Background: an optimization exercise with open tools, aiming at small area and a short achievable clock period. Do not read the settings as production practice.
Only simulation tests tie the RTL to the original design; equivalence was not proved.
Power is estimated from default activity; no workload was simulated.

## build 69
==> flow/design.v (excerpt) <==
module badicecream(input         Clk,                 
                             Reset,               
                             frame_clk,           
                input [10:0]   DrawX, DrawY ,    
				input [15:0]   keycode,				  
               	output logic is_BI	,			 
				output logic [10:0] BI_X, BI_Y,
				input logic up_wall, down_wall , left_wall, right_wall,
				output logic [10:0] BI_X_Pos, BI_Y_Pos,
				output logic [5:0] BI_BlkX_Pos, BI_BlkY_Pos
              );
	localparam [1:0] RIGHT = 2'd0, LEFT = 2'd1, UP = 2'd2, DOWN = 2'd3;
	logic frame_clk_delayed, frame_clk_rising_edge;
	logic [2:0] per_frame_counter;    
	logic [2:0] frame_counter;        
	logic       walking;
	logic [1:0] facing;
	logic [5:0] x_hi, y_hi;
	logic [4:0] off;
	always_ff @(posedge Clk) begin
		frame_clk_delayed     <= frame_clk;
		frame_clk_rising_edge <= frame_clk & ~frame_clk_delayed;
	end
	wire kW = (keycode[7:0] == 8'd26) | (keycode[15:8] == 8'd26);
  ...
export LEC_CHECK = 0
export CAP_MARGIN = 20
export CORE_MARGIN = 2
export CORE_UTILIZATION = 40
export CTS_CLUSTER_DIAMETER = 200
export CTS_CLUSTER_SIZE = 30
export SETUP_SLACK_MARGIN = 2.5
export SLEW_MARGIN = 20
create_clock -name core_clock -period 8.0 [get_ports {Clk}]
standard.sh (not shown) runs the stock make flow with config.mk's settings and CLKGATE_MAP_FILE= SYNTH_SCRIPT=/design/flow/synth_recipe.tcl, a recipe that flattens the netlist after the stock synthesis.
==> flow/flow/run.sh <==
#!/bin/bash
# The standard ORFS layout with these changes:
#  - the smallest buffer (buf_1) on every input and output port,
#  - adders left as plain logic (no half/full adder cells),
#  - ABC maps the logic with flow/abc_map.script instead of ORFS's speed script.
# Synthesis is otherwise the standard flow's own script (synth_recipe.tcl), so registers and
# their names are those of the standard synthesis.
set -euo pipefail
here=$PWD
export BUFFER_PORTS_ARGS="-buffer_cell sky130_fd_sc_hd__buf_1"
export ADDER_MAP_FILE=
{
  head -n 1 synth_recipe.tcl
  cat <<TCL
proc abc {args} {
  set i [lsearch -exact \$args -script]
  if { \$i >= 0 } { lset args [expr {\$i + 1}] $here/flow/abc_map.script }
  yosys abc {*}\$args
}
TCL
  tail -n +2 synth_recipe.tcl
} > own_synth.tcl
sed "s#SYNTH_SCRIPT=[^ ]*#SYNTH_SCRIPT=$here/own_synth.tcl#" standard.sh > own_standard.sh
grep -q "SYNTH_SCRIPT=$here/own_synth.tcl" own_standard.sh
bash own_standard.sh > standard.log 2>&1
==> flow/flow/abc_map.script <==
strash
dch
map -D 1500
topo
stime -c
buffer -c
upsize -c
dnsize -c
Build 69 ran to completion and came out clean on the timing, design-rule and antenna checks.
Edits applied to the flow inputs when going from build 69 to build 6:
- CTS_CLUSTER_SIZE: 30 -> unset
- CTS_CLUSTER_DIAMETER: 200 -> unset
--- a/flow/flow/run.sh
+++ b/flow/flow/run.sh
@@ -1,5 +1,6 @@
 #!/bin/bash
-# The standard ORFS layout with these changes:
+# The standard ORFS layout with three changes:
 #  - the smallest buffer (buf_1) on every input and output port,
 #  - adders left as plain logic (no half/full adder cells),
+#  - the datapath's pins grouped on one edge (flow/io.tcl),
 #  - ABC maps the logic with flow/abc_map.script instead of ORFS's speed script.
@@ -11,2 +12,3 @@
 export ADDER_MAP_FILE=
+export PRE_IO_PLACEMENT_TCL=$here/flow/io.tcl
 {
==> flow/flow/abc_map.script <==
strash
dch
map
topo
stime -c
buffer -c
upsize -c
dnsize -c
==> flow/flow/io.tcl (new file) <==
# Pin placement: the sprite-pixel datapath's pins (DrawX, DrawY in; is_BI, BI_X,
# BI_Y out) side by side on the right edge, the key codes on the bottom edge.
set dp {}
foreach b {7 6 5 4 3 2 1 0} { lappend dp "BI_Y\[$b\]" }
foreach b {10 9 8 7 6 5 4 3 2 1 0} { lappend dp "DrawY\[$b\]" }
lappend dp is_BI
foreach b {0 1 2 3 4 5 6 7 8 9 10} { lappend dp "DrawX\[$b\]" }
foreach b {0 1 2 3 4 5 6 7} { lappend dp "BI_X\[$b\]" }
set_io_pin_constraint -pin_names $dp -region right:* -group -order
set kc {}
for {set b 0} {$b < 16} {incr b} { lappend kc "keycode\[$b\]" }
set_io_pin_constraint -pin_names $kc -region bottom:* -group
## What came out
Build 6 reached the final stage; the timing, design-rule and antenna checks on its layout passed. First-pass GRT wire length (build 6 over build 69): increase, about 30%. Build 69 → build 6: post-layout instance area has increased; combinational-cell power consumption rose by about 15%. Going from build 69 to build 6, combinational power share shows a reduction of 0.2 points; aggregate routed wire length shows an increase of about 30%; total buffers and inverters traversed by the critical path shows a reduction of 1.
What build 37 does differently from build 6 at the input level:
- SETUP_SLACK_MARGIN changed from 2.5 to 0.2
--- a/flow/flow/run.sh
+++ b/flow/flow/run.sh
@@ -1,6 +1,5 @@
 #!/bin/bash
-# The standard ORFS layout with three changes:
+# The standard ORFS layout with these changes:
 #  - the smallest buffer (buf_1) on every input and output port,
 #  - adders left as plain logic (no half/full adder cells),
-#  - the datapath's pins grouped on one edge (flow/io.tcl),
 #  - ABC maps the logic with flow/abc_map.script instead of ORFS's speed script.
@@ -12,3 +11,2 @@
 export ADDER_MAP_FILE=
-export PRE_IO_PLACEMENT_TCL=$here/flow/io.tcl
 {
==> flow/flow/abc_map.script <==
strash
dch
map -D 1500
topo
stime -c
buffer -c
upsize -c
dnsize -c
removed: flow/flow/io.tcl
Findings:
Build 37 vs build 6, instance count: build 37 lower. Multi-input gate share of total cell area (lower): build 37. Delta(met1 track demand over resource in global routing, build 37 - build 6) < 0.
Modified inputs, build 71 compared to build 37
- changing SETUP_SLACK_MARGIN from 0.2 to 2.5
==> flow/flow/run.sh <==
#!/bin/bash
# Standard ORFS layout, with the smallest buffer on every input and output port
# and without mapping adders to the library's half/full adder cells.
set -euo pipefail
export BUFFER_PORTS_ARGS="-buffer_cell sky130_fd_sc_hd__buf_1"
export ADDER_MAP_FILE=
bash standard.sh > standard.log 2>&1
removed: flow/flow/abc_map.script
Summary — number of buffers other than clock buffers in the final layout, build 71 relative to build 37: higher, by 2.1%. Build 71: proportion of power drawn by combinational gates lower than build 37. What build 37 reported for instance area at placement has to be multiplied by 1.06 to get the figure for build 71. Cell area in build 71 vs build 37: up 210 um2. Taking build 37 as the reference point, the clock power of build 71 falls by about 0.7%. Global-route track usage on met1: build 71 vs build 37 down 5.6 points. Compared with build 37, build 71 shows number of global-route vias before repair higher by 30. Going from build 37 to build 71, number of vias in the routed layout fell 12, fraction of the cycle the final worst path needs fell 0.27 points, area of the die rose 6.1%.

## run A
badicecream, a different RTL version from the one above (not shown whole).
Size: ~540 cells after synthesis, about 33 flip-flops.
Settings: LEC_CHECK=0, CAP_MARGIN=20, CORE_MARGIN=2, CORE_UTILIZATION=40, SETUP_SLACK_MARGIN=4, SLEW_MARGIN=20; clock period 8.0 ns.
run.sh (not shown) runs the stock make flow with config.mk's settings and CLKGATE_MAP_FILE= SYNTH_SCRIPT=/design/flow/synth_recipe.tcl, a recipe that flattens the netlist after the stock synthesis.
Stock flow here: none of the scripts above is used.
> inputs changed (run A -> run B)
==> flow/flow/run.sh (new file) <==
#!/bin/bash
# Standard ORFS layout, with the smallest buffer on every input and output port.
set -euo pipefail
export BUFFER_PORTS_ARGS="-buffer_cell sky130_fd_sc_hd__buf_1"
bash standard.sh > standard.log 2>&1
==> flow/standard.sh (new file) <==
#!/bin/bash
# synth_recipe.tcl (not shown) runs the flow's synth.tcl, then flattens the netlist and writes it again
# the make line also repeats each setting of config.mk as NAME=value (left out here)
make -C /OpenROAD-flow-scripts/flow DESIGN_CONFIG=/design/flow/config.mk WORK_HOME=/design/flow/orfs CLKGATE_MAP_FILE= SYNTH_SCRIPT=/design/flow/synth_recipe.tcl "${@:-finish}"
removed: flow/run.sh
Findings:
Looking at met2 demand-to-capacity share in global routing, run B sits 5.3 points lower than run A does. Run B vs. run A: flop-to-flop setup slack went down 0.07 ns; first-iteration DRC count went down 8.4%; xor and xnor fraction of the mapped netlist area was more or less identical. The total of clock buffers placed in the layout of run B falls short of that of run A by 1. Run B vs. run A: fraction of layout instances using a drive strength above 1 has decreased; proportion of power drawn by the clock network has increased; met1 track utilization from global routing has decreased.
The following lists how run C was set up differently from run B:
- SETUP_SLACK_MARGIN changed from 4 to 0.2
==> flow/run.sh (new file) <==
#!/bin/bash
# synth_recipe.tcl (not shown) runs the flow's synth.tcl, then flattens the netlist and writes it again
# the make line also repeats each setting of config.mk as NAME=value (left out here)
make -C /OpenROAD-flow-scripts/flow DESIGN_CONFIG=/design/flow/config.mk WORK_HOME=/design/flow/orfs CLKGATE_MAP_FILE= SYNTH_SCRIPT=/design/flow/synth_recipe.tcl finish
removed: flow/flow/run.sh
removed: flow/standard.sh
Findings:
- Run C reached the end of the flow, and the finished layout is clean on the timing, design-rule and antenna checks.
- Run C vs run B — total of plain and repair buffers excluding clock buffers dropped by more than 10%
- Routed length on met1: run C vs run B down 35 microns
- Of run C and run B, the lower transition at the pin with the smallest max-transition slack belongs to run B.
- Average wire per standard cell: run B vs run C, no meaningful difference
- Run C reports a lower worst setup slack than run B does.
- Diff run B -> run C: total wirelength of the detailed-routed design decreased by 4.0% relative to the old numbers, wire length on met2 decreased by 8.5% relative to the old numbers, clock-cell share of area increased by 0.19 points relative to the old numbers, switching fraction of total power decreased by 4.1 points relative to the old numbers, clock network fraction of total power increased by 2.5 points relative to the old numbers.
- Across both runs, clock-buffer cell count was higher for run C than for run B.

-- afterwards: timing with drivers on the ports --
In the flow no input, the clock included, has a driving cell. The finished layouts below were timed again as built, in two steps. Step 1: set_driving_cell puts a clkbuf_16 on Clk and a buf_2 on each other input, an assumption about the parent block. Step 2 moves the port delays by t, midway between the first and last clock arrival at a register: inputs arrive t later, outputs are due t later. That takes back most of the time a late clock gives input paths. Slacks: ideal / step 1 / step 2; pairs: ideal / step 1.
run | t, ns | slack for setup (ns) | clock arrival spread, ns | slew at the worst register clock pin (ns) | worst slew at a driven data input, ns
build 69 | 0.296 | 2.711 / 2.691 / 2.691 | 0.010 / 0.010 | 0.10 / 0.10 | 0.04
build 6 | 0.299 | 2.881 / 2.852 / 2.852 | 0.013 / 0.013 | 0.11 / 0.11 | 0.06
build 37 | 0.294 | 2.695 / 2.675 / 2.675 | 0.007 / 0.008 | 0.09 / 0.09 | 0.04
build 71 | 0.295 | 2.716 / 2.697 / 2.697 | 0.004 / 0.003 | 0.09 / 0.09 | 0.04
run A | 0.314 | 1.652 / 1.619 / 1.619 | 0.011 / 0.010 | 0.08 / 0.08 | 0.06
run B | 0.322 | 1.594 / 1.568 / 1.568 | 0.009 / 0.009 | 0.08 / 0.08 | 0.05
run C | 0.312 | 0.550 / 0.526 / 0.526 | 0.014 / 0.013 | 0.08 / 0.08 | 0.06
After both steps every run listed still meets setup and hold. For run A, which loses most, drivers alone change the setup slack by -0.033 ns; drivers and shift together by -0.033 ns.
